What follows belongs to an exercise in optimizing a design on an open flow for small area; a production flow would make more cautious choices.
Function was checked by simulation only, so behaviour that the tests miss may differ from the original.
No activity file was given, so power comes from the tool's default toggle rates.

Design HART_DISPLAY, start of the top module:
module	HART_DISPLAY	(
					input	logic	clk,
					input	logic	resetN,
					input	logic	[10:0] pixelX,
					input	logic	[10:0] pixelY,
					input	logic	[10:0] topLeftX,
					input	logic	[10:0] topLeftY,
					input	logic	coin_collision,
					input	logic	star,
					output	logic	[7:0] hartRGB,
					output	logic	HartDrawingRequest,
					output	logic	coin_collect
);
Settings: LEC_CHECK=0, CAP_MARGIN=20, CORE_MARGIN=2, CORE_UTILIZATION=40, CTS_BUF_LIST=sky130_fd_sc_hd__clkbuf_8, SLEW_MARGIN=20; clock period 10.0 ns.
standard.sh (not shown) runs the stock make flow with config.mk's settings and CLKGATE_MAP_FILE= SYNTH_SCRIPT=/design/flow/synth_recipe.tcl, a recipe that flattens the netlist after the stock synthesis.
==> flow/flow/run.sh <==
#!/bin/bash
# Layout flow: the standard ORFS flow, except that
#  - synthesis maps the logic with an area-oriented abc script (flow/abc_area.script)
#    instead of ORFS's delay-oriented one, and no adder cells (ADDER_MAP_FILE=);
#    everything else in synthesis (the
#    registers, their names and cells) is the standard synthesis;
#  - port buffers are buf_1 cells;
#  - clock tree synthesis uses clkbuf_8 and adds no dummy loads.
# Each step's output goes to a log file here (and ORFS's own logs under orfs/logs).
set -euo pipefail
W=$(pwd)
ABC_SCRIPT=$W/flow/abc_area.script

# synthesis script: synth_recipe.tcl, sourcing a copy of ORFS's synth.tcl whose
# abc call uses our script (abc_args starts with "-script <ORFS script>")
sed 's|log_cmd abc {\*}$abc_args|log_cmd abc -script '"$ABC_SCRIPT"' {*}[lrange $abc_args 2 end]|' \
  "$FLOW_HOME/scripts/synth.tcl" > "$W/synth_area.tcl"
grep -q "abc -script $ABC_SCRIPT" "$W/synth_area.tcl"
sed 's|\$::env(SCRIPTS_DIR)/synth.tcl|'"$W"'/synth_area.tcl|' synth_recipe.tcl > "$W/flow_synth.tcl"
grep -q "$W/synth_area.tcl" "$W/flow_synth.tcl"

bash standard.sh SYNTH_SCRIPT="$W/flow_synth.tcl" ADDER_MAP_FILE= synth > "$W/synth.log" 2>&1
bash standard.sh BUFFER_PORTS_ARGS="-buffer_cell sky130_fd_sc_hd__buf_1" \
  CTS_ARGS="-sink_clustering_enable -repair_clock_nets -buf_list sky130_fd_sc_hd__clkbuf_8 -dont_use_dummy_load" \
  finish > "$W/layout.log" 2>&1
==> flow/flow/abc_area.script <==
strash
&get -n
&deepsyn -T 120
&put
dch
amap
topo
The starting point passed the timing, design-rule and antenna checks.
Then changed:
- CORE_UTILIZATION: 40 -> 75
- CTS_BUF_LIST: sky130_fd_sc_hd__clkbuf_8 -> not set
=> Hold slack hardly moves. Cell area goes down slightly. Power is higher slightly. Wire length rises slightly. Via count rises by roughly a tenth. Setup slack gets worse by 0.34 ns. Maximum frequency fell by a few percent. Clock-buffer cell count is unchanged. Utilization rose by 38 points. Sequential power is about the same. Non-clock buffer count fell by 2.

* * *

HART_DISPLAY, a different RTL version from the one above (not shown whole).
For scale: roughly 1400 cells after synthesis, about 58 I/O pins, roughly 0.011 sq mm of cells after synthesis.
export LEC_CHECK = 0
export CAP_MARGIN = 20
export CORE_MARGIN = 2
export CORE_UTILIZATION = 40
export SLEW_MARGIN = 20
export SYNTH_MEMORY_MAX_BITS = 16384
create_clock -name core_clock -period 10.0 [get_ports {clk}]
run.sh (not shown) runs the stock make flow with config.mk's settings and CLKGATE_MAP_FILE= SYNTH_SCRIPT=/design/flow/synth_recipe.tcl, a recipe that flattens the netlist after the stock synthesis.
Stock flow here: none of the scripts above is used.
The starting point produced a clean layout.
Edit:
Settings changed: SYNTH_MEMORY_MAX_BITS 16384 to not set.
After rerunning: The new run never finished: it broke off in synthesis.
Edit:
==> flow/flow/run.sh (new file) <==
#!/bin/bash
# Standard layout, with each tool's output kept in a log here.
bash standard.sh > standard.log 2>&1
==> flow/standard.sh (new file) <==
#!/bin/bash
# synth_recipe.tcl (not shown) runs the flow's synth.tcl, then flattens the netlist and writes it again
# the make line also repeats each setting of config.mk as NAME=value (left out here)
make -C /OpenROAD-flow-scripts/flow DESIGN_CONFIG=/design/flow/config.mk WORK_HOME=/design/flow/orfs CLKGATE_MAP_FILE= SYNTH_SCRIPT=/design/flow/synth_recipe.tcl "${@:-finish}"
Settings changed: SYNTH_MEMORY_MAX_BITS set to 16384.
removed: flow/run.sh
This time the run completed without violations.

* * *

== run A ==
HART_DISPLAY, a different RTL version from the one above (not shown whole).
Size: about 190 flip-flops, about 58 I/O pins, ~8100 µm² of cells after synthesis.
clock: 10.0 ns
lec_check: 0
cap_margin: 20
core_margin: 2
core_utilization: 40
cts_buf_list: sky130_fd_sc_hd__clkbuf_8
slew_margin: 20
standard.sh (not shown) runs the stock make flow with config.mk's settings and CLKGATE_MAP_FILE= SYNTH_SCRIPT=/design/flow/synth_recipe.tcl, a recipe that flattens the netlist after the stock synthesis.
==> flow/flow/run.sh <==
#!/bin/bash
# Layout flow: the standard ORFS flow, except that
#  - synthesis maps the logic with area-oriented abc scripts (flow/abc_*.script,
#    keeping the smallest result; flow/abc_portfolio.tcl) instead of ORFS's
#    delay-oriented one, and with no adder cells (ADDER_MAP_FILE=); everything
#    else in synthesis (the registers, their names and cells) is the standard flow's
#    standard synthesis;
#  - port buffers are buf_1 cells;
#  - clock tree synthesis uses clkbuf_8 and adds no dummy loads.
# Each step's output goes to a log file here (and ORFS's own logs under orfs/logs).
set -euo pipefail
W=$(pwd)

# synthesis script: synth_recipe.tcl, sourcing a copy of ORFS's synth.tcl whose
# abc call is replaced by flow/abc_portfolio.tcl
sed 's|log_cmd abc {\*}$abc_args|source '"$W"'/flow/abc_portfolio.tcl|' \
  "$FLOW_HOME/scripts/synth.tcl" > "$W/synth_area.tcl"
grep -q "source $W/flow/abc_portfolio.tcl" "$W/synth_area.tcl"
sed 's|\$::env(SCRIPTS_DIR)/synth.tcl|'"$W"'/synth_area.tcl|' synth_recipe.tcl > "$W/flow_synth.tcl"
grep -q "$W/synth_area.tcl" "$W/flow_synth.tcl"

bash standard.sh SYNTH_SCRIPT="$W/flow_synth.tcl" ADDER_MAP_FILE= synth > "$W/synth.log" 2>&1
bash standard.sh BUFFER_PORTS_ARGS="-buffer_cell sky130_fd_sc_hd__buf_1" \
  CTS_ARGS="-sink_clustering_enable -repair_clock_nets -buf_list sky130_fd_sc_hd__clkbuf_8 -dont_use_dummy_load" \
  finish > "$W/layout.log" 2>&1
Other scripts of this flow, unchanged in this note and not shown: flow/flow/abc_1.script, flow/flow/abc_2.script, flow/flow/abc_3.script, flow/flow/abc_4.script, flow/flow/abc_portfolio.tcl
Run A reached the end of the flow, and the finished layout is clean on the timing, design-rule and antenna checks.
The following lists how run B was set up differently from run A:
diff --git a/flow/flow/run.sh b/flow/flow/run.sh
--- a/flow/flow/run.sh
+++ b/flow/flow/run.sh
@@ -8,0 +9,2 @@
+#  - the buffers that timing-driven global placement adds are resized to buf_2
+#    (flow/post_gpl.tcl); the resize step's repair_design fixes what that leaves;
@@ -24,0 +27 @@
+  POST_GLOBAL_PLACE_TCL="$W/flow/post_gpl.tcl" \
==> flow/flow/post_gpl.tcl (new file) <==
# After global placement: the buffers that timing-driven placement added
# (named place*) are resized down to buf_2; the resize step's repair_design
# then fixes any slew or capacitance violation this leaves.
set n 0
foreach inst [get_cells place*] {
  set master [get_property [get_lib_cells -of_objects $inst] name]
  if { [string match "sky130_fd_sc_hd__buf_*" $master] } {
    replace_cell $inst sky130_fd_sc_hd__buf_2
    incr n
  }
}
puts "post_gpl: resized $n placement buffers to buf_2"
--- outcome ---
Worst slack after detailed placement, run B and run A, lower one = run B. Run A → run B: global-route usage stayed essentially flat, post-layout minimum cycle time rose by 0.12 ns, ratio of routed vias to standard cells about even, non-clock buffer count now larger, post-route fraction of the period consumed by the critical path rose by 1.2 points. Comparing run A with run B, the design area came out essentially unchanged. Summary of run B over run A: total power draw stayed essentially flat; final worst slack dropped 0.12 ns; met3 demand-to-capacity share in global routing flat.

* * *

Another version of the RTL of HART_DISPLAY (not shown whole).
Size: ~940 cells after synthesis, about 190 flip-flops, roughly 58 I/O pins, roughly 0.0088 sq mm of cells after synthesis.
==> flow/config.mk <==
export PLATFORM = sky130hd
export DESIGN_NAME = HART_DISPLAY
export DESIGN_NICKNAME = HART_DISPLAY
export VERILOG_FILES = /design/flow/design.v
export SDC_FILE = /design/flow/constraint.sdc
export NUM_CORES = 4
export LEC_CHECK = 0
export CAP_MARGIN = 20
export CORE_MARGIN = 2
export CORE_UTILIZATION = 40
export SLEW_MARGIN = 20
==> flow/constraint.sdc <==
create_clock -name core_clock -period 10.0 [get_ports {clk}]
set_input_delay 2.0000 -clock core_clock [delete_from_list [all_inputs] [get_ports {clk}]]
set_output_delay 2.0000 -clock core_clock [all_outputs]
set_load 0.01 [all_outputs]
==> flow/flow/run.sh <==
#!/bin/bash
# Layout flow: the standard ORFS flow, except that
#  - synthesis maps the logic with an area-oriented abc script (flow/abc_area.script)
#    instead of ORFS's delay-oriented one; everything else in synthesis (the
#    registers, their names and cells) is the standard synthesis;
#  - port buffers are buf_1 cells.
# Each step's output goes to a log file here (and ORFS's own logs under orfs/logs).
set -euo pipefail
W=$(pwd)
ABC_SCRIPT=$W/flow/abc_area.script

# synthesis script: synth_recipe.tcl, sourcing a copy of ORFS's synth.tcl whose
# abc call uses our script (abc_args starts with "-script <ORFS script>")
sed 's|log_cmd abc {\*}$abc_args|log_cmd abc -script '"$ABC_SCRIPT"' {*}[lrange $abc_args 2 end]|' \
  "$FLOW_HOME/scripts/synth.tcl" > "$W/synth_area.tcl"
grep -q "abc -script $ABC_SCRIPT" "$W/synth_area.tcl"
sed 's|\$::env(SCRIPTS_DIR)/synth.tcl|'"$W"'/synth_area.tcl|' synth_recipe.tcl > "$W/flow_synth.tcl"
grep -q "$W/synth_area.tcl" "$W/flow_synth.tcl"

bash standard.sh SYNTH_SCRIPT="$W/flow_synth.tcl" synth > "$W/synth.log" 2>&1
bash standard.sh BUFFER_PORTS_ARGS="-buffer_cell sky130_fd_sc_hd__buf_1" finish > "$W/layout.log" 2>&1
==> flow/flow/abc_area.script <==
strash
dch
amap
topo
Edit:
Settings changed: CTS_BUF_LIST from default to sky130_fd_sc_hd__clkbuf_8.
What happened:
- count of clock-buffer cells in the layout does not change
- via count goes down by 0.61%
- final cell count stays the same
- sequential cell count stays the same
Edit:
Settings changed: CTS_BUF_LIST sky130_fd_sc_hd__clkbuf_8 to sky130_fd_sc_hd__clkbuf_16, CTS_CLUSTER_SIZE from default to 30.
Worst hold slack is worse by 0.0039 ns.
Final area came out higher by 1.9%.
Sequential cell count does not change.
Die area is unchanged.
Via count went up by 0.61%.
Clock power goes up by 30%.
Wire length came out higher by 0.46%.
Power rises by 9.6%.
Global-route usage came out higher by 0.13 points.
Sequential share of layout area drops by 0.73 points.

* * *

## delta
RTL: one of the versions met above, not the one the previous note started from.
Size in the first run: about 940 cells after synthesis, about 190 flip-flops, roughly 58 I/O pins, about 8300 um2 of cells after synthesis.
Settings: LEC_CHECK=0, CAP_MARGIN=20, CORE_MARGIN=2, CORE_UTILIZATION=40, GPL_TIMING_DRIVEN=0, SLEW_MARGIN=20; clock period 10.0 ns.
==> flow/flow/run.sh <==
#!/bin/bash
# Layout flow: the standard ORFS flow, except that
#  - synthesis maps the logic with an area-oriented abc script (flow/abc_area.script)
#    instead of ORFS's delay-oriented one, and no adder cells (ADDER_MAP_FILE=);
#    everything else in synthesis (the
#    registers, their names and cells) is the standard synthesis;
#  - port buffers are buf_1 cells;
#  - clock tree synthesis uses clkbuf_8 and adds no dummy loads.
# Each step's output goes to a log file here (and ORFS's own logs under orfs/logs).
set -euo pipefail
W=$(pwd)
ABC_SCRIPT=$W/flow/abc_area.script

# synthesis script: synth_recipe.tcl, sourcing a copy of ORFS's synth.tcl whose
# abc call uses our script (abc_args starts with "-script <ORFS script>")
sed 's|log_cmd abc {\*}$abc_args|log_cmd abc -script '"$ABC_SCRIPT"' {*}[lrange $abc_args 2 end]|' \
  "$FLOW_HOME/scripts/synth.tcl" > "$W/synth_area.tcl"
grep -q "abc -script $ABC_SCRIPT" "$W/synth_area.tcl"
sed 's|\$::env(SCRIPTS_DIR)/synth.tcl|'"$W"'/synth_area.tcl|' synth_recipe.tcl > "$W/flow_synth.tcl"
grep -q "$W/synth_area.tcl" "$W/flow_synth.tcl"

bash standard.sh SYNTH_SCRIPT="$W/flow_synth.tcl" ADDER_MAP_FILE= synth > "$W/synth.log" 2>&1
bash standard.sh BUFFER_PORTS_ARGS="-buffer_cell sky130_fd_sc_hd__buf_1" \
  CTS_ARGS="-sink_clustering_enable -repair_clock_nets -buf_list sky130_fd_sc_hd__clkbuf_8 -dont_use_dummy_load" \
  finish > "$W/layout.log" 2>&1
==> flow/flow/abc_area.script <==
strash
&get -n
&deepsyn -T 120
&put
dch
amap
topo
==> flow/flow/adders_fa_only.v <==
// Adder map for synthesis: full adders become sky130 fa_1 cells; half adders
// (an input held at 0) are left as plain gates for abc.
(* techmap_celltype = "$fa" *)
module _tech_fa (A, B, C, X, Y);
  parameter WIDTH = 1;
  (* force_downto *)
    input [WIDTH-1 : 0] A, B, C;
  (* force_downto *)
    output [WIDTH-1 : 0] X, Y;

  parameter _TECHMAP_CONSTVAL_A_ = WIDTH'bx;
  parameter _TECHMAP_CONSTVAL_B_ = WIDTH'bx;
  parameter _TECHMAP_CONSTVAL_C_ = WIDTH'bx;

  genvar i;
  generate for (i = 0; i < WIDTH; i = i + 1) begin
      if (_TECHMAP_CONSTVAL_A_[i] === 1'b0 || _TECHMAP_CONSTVAL_B_[i] === 1'b0 || _TECHMAP_CONSTVAL_C_[i] === 1'b0) begin
        assign Y[i] = A[i] ^ B[i] ^ C[i];
        assign X[i] = (A[i] & B[i]) | (A[i] & C[i]) | (B[i] & C[i]);
      end
      else begin
        sky130_fd_sc_hd__fa_1 fulladder (
            .A(A[i]), .B(B[i]), .CIN(C[i]), .COUT(X[i]), .SUM(Y[i])
          );
      end
    end endgenerate

endmodule
## Diff of input files: garnet against delta
- GPL_TIMING_DRIVEN no longer set, was 0
- CTS_BUF_LIST now sky130_fd_sc_hd__clkbuf_8, previously not set
--- a/flow/flow/run.sh
+++ b/flow/flow/run.sh
@@ -3,7 +3,5 @@
 #  - synthesis maps the logic with an area-oriented abc script (flow/abc_area.script)
-#    instead of ORFS's delay-oriented one, and no adder cells (ADDER_MAP_FILE=);
-#    everything else in synthesis (the
+#    instead of ORFS's delay-oriented one; everything else in synthesis (the
 #    registers, their names and cells) is the standard synthesis;
-#  - port buffers are buf_1 cells;
-#  - clock tree synthesis uses clkbuf_8 and adds no dummy loads.
+#  - port buffers are buf_1 cells.
 # Each step's output goes to a log file here (and ORFS's own logs under orfs/logs).
@@ -22,4 +20,2 @@
 bash standard.sh SYNTH_SCRIPT="$W/flow_synth.tcl" ADDER_MAP_FILE= synth > "$W/synth.log" 2>&1
-bash standard.sh BUFFER_PORTS_ARGS="-buffer_cell sky130_fd_sc_hd__buf_1" \
-  CTS_ARGS="-sink_clustering_enable -repair_clock_nets -buf_list sky130_fd_sc_hd__clkbuf_8 -dont_use_dummy_load" \
-  finish > "$W/layout.log" 2>&1
+bash standard.sh BUFFER_PORTS_ARGS="-buffer_cell sky130_fd_sc_hd__buf_1" finish > "$W/layout.log" 2>&1
==> flow/flow/abc_area.script <==
strash
dch
amap
topo
removed: flow/flow/adders_fa_only.v
==> summary.txt <==
Final worst-path setup slack | garnet above delta
The final reports for garnet and delta show global-route usage lower in the former.
| worst hold slack | delta vs garnet | ≈ equal |
garnet ended with less clock period minus final worst setup slack than delta.
Combinational cell fraction of total power: garnet vs delta down 2.0 points
garnet ends up with higher wire length on met2 than delta does.
In the flow results for delta and garnet, the final wirelength is larger on garnet.
Summary of the comparison: share of power burned in the clock network is higher in garnet, relative to delta.
NOTE wire length of the first global-routing pass delta->garnet increased slightly
What yarrow does differently from garnet at the input level:
- CORE_UTILIZATION changed from 40 to 60
- CTS_BUF_LIST removed (was sky130_fd_sc_hd__clkbuf_8)
--- a/flow/flow/run.sh
+++ b/flow/flow/run.sh
@@ -3,5 +3,7 @@
 #  - synthesis maps the logic with an area-oriented abc script (flow/abc_area.script)
-#    instead of ORFS's delay-oriented one; everything else in synthesis (the
+#    instead of ORFS's delay-oriented one, and no adder cells (ADDER_MAP_FILE=);
+#    everything else in synthesis (the
 #    registers, their names and cells) is the standard synthesis;
-#  - port buffers are buf_1 cells.
+#  - port buffers are buf_1 cells;
+#  - clock tree synthesis uses clkbuf_8 and adds no dummy loads.
 # Each step's output goes to a log file here (and ORFS's own logs under orfs/logs).
@@ -20,2 +22,4 @@
 bash standard.sh SYNTH_SCRIPT="$W/flow_synth.tcl" ADDER_MAP_FILE= synth > "$W/synth.log" 2>&1
-bash standard.sh BUFFER_PORTS_ARGS="-buffer_cell sky130_fd_sc_hd__buf_1" finish > "$W/layout.log" 2>&1
+bash standard.sh BUFFER_PORTS_ARGS="-buffer_cell sky130_fd_sc_hd__buf_1" \
+  CTS_ARGS="-sink_clustering_enable -repair_clock_nets -buf_list sky130_fd_sc_hd__clkbuf_8 -dont_use_dummy_load" \
+  finish > "$W/layout.log" 2>&1
==> flow/flow/abc_area.script <==
strash
&get -n
&deepsyn -T 120
&put
dch
amap
topo
==> summary.txt <==
yarrow was carried through to the last stage, and its layout satisfied the timing, design-rule and antenna checks.
Sort yarrow and garnet by fraction of power consumed by combinational cells asc -> top: garnet
yarrow vs garnet: die extent in x down by more than 10%
Initial core utilization, yarrow and garnet: smaller value in garnet
Compared with garnet, placement density in the core of yarrow is higher.
yarrow vs garnet: global-route wire length before repair up slightly
In the flow results for yarrow and garnet, the final critical delay including setup and external delays is smaller on yarrow.
NOTE: routed wire length in yarrow exceeds that of garnet
| switching power summed over all nets | yarrow vs garnet | 14% lower |

## separate check: timing with driven ports
In the flow no input, the clock included, has a driving cell. The finished layouts below were timed again as built, in two steps. Step 1 assumes that a clkbuf_16 drives the clock port and a buf_2 every other input. Step 2 adds t to the input delays and takes it off the output delays; t is the mean of the earliest and latest rising clock arrival at the registers after step 1. Input paths then give back, and output paths get back, about the clock's delay inside the block. Three values: ideal ports, drivers, drivers and shift; two values: the first two.
run	t, ns	setup slack, ns	worst setup path after step 2	worst register clock-pin slew, ns
the first run of note 1	0.472	4.142 / 4.142 / 3.790	input to register	0.10 / 0.10
the second run of note 1	0.493	3.798 / 3.798 / 3.603	input to register	0.10 / 0.10
the first run of note 2	0.476	4.542 / 4.566 / 4.090	input to register	0.08 / 0.08
the third run of note 2	0.476	4.542 / 4.566 / 4.090	input to register	0.08 / 0.08
run A	0.479	3.809 / 3.823 / 3.344	input to register	0.10 / 0.10
run B	0.475	3.685 / 3.698 / 3.223	input to register	0.10 / 0.10
the first run of note 4	0.476	3.322 / 3.347 / 2.871	input to register	0.08 / 0.08
the second run of note 4	0.506	3.350 / 3.371 / 2.865	input to register	0.12 / 0.12
the third run of note 4	0.476	3.322 / 3.347 / 2.871	input to register	0.08 / 0.08
delta	0.483	3.857 / 3.873 / 3.390	input to register	0.11 / 0.11
garnet	0.506	3.988 / 3.997 / 3.499	input to register	0.11 / 0.11
yarrow	0.486	4.123 / 4.123 / 3.816	input to register	0.09 / 0.09
After both steps setup and hold are still met in every run listed. For garnet, which loses most, drivers alone change the setup slack by +0.009 ns; drivers and shift together by -0.489 ns.
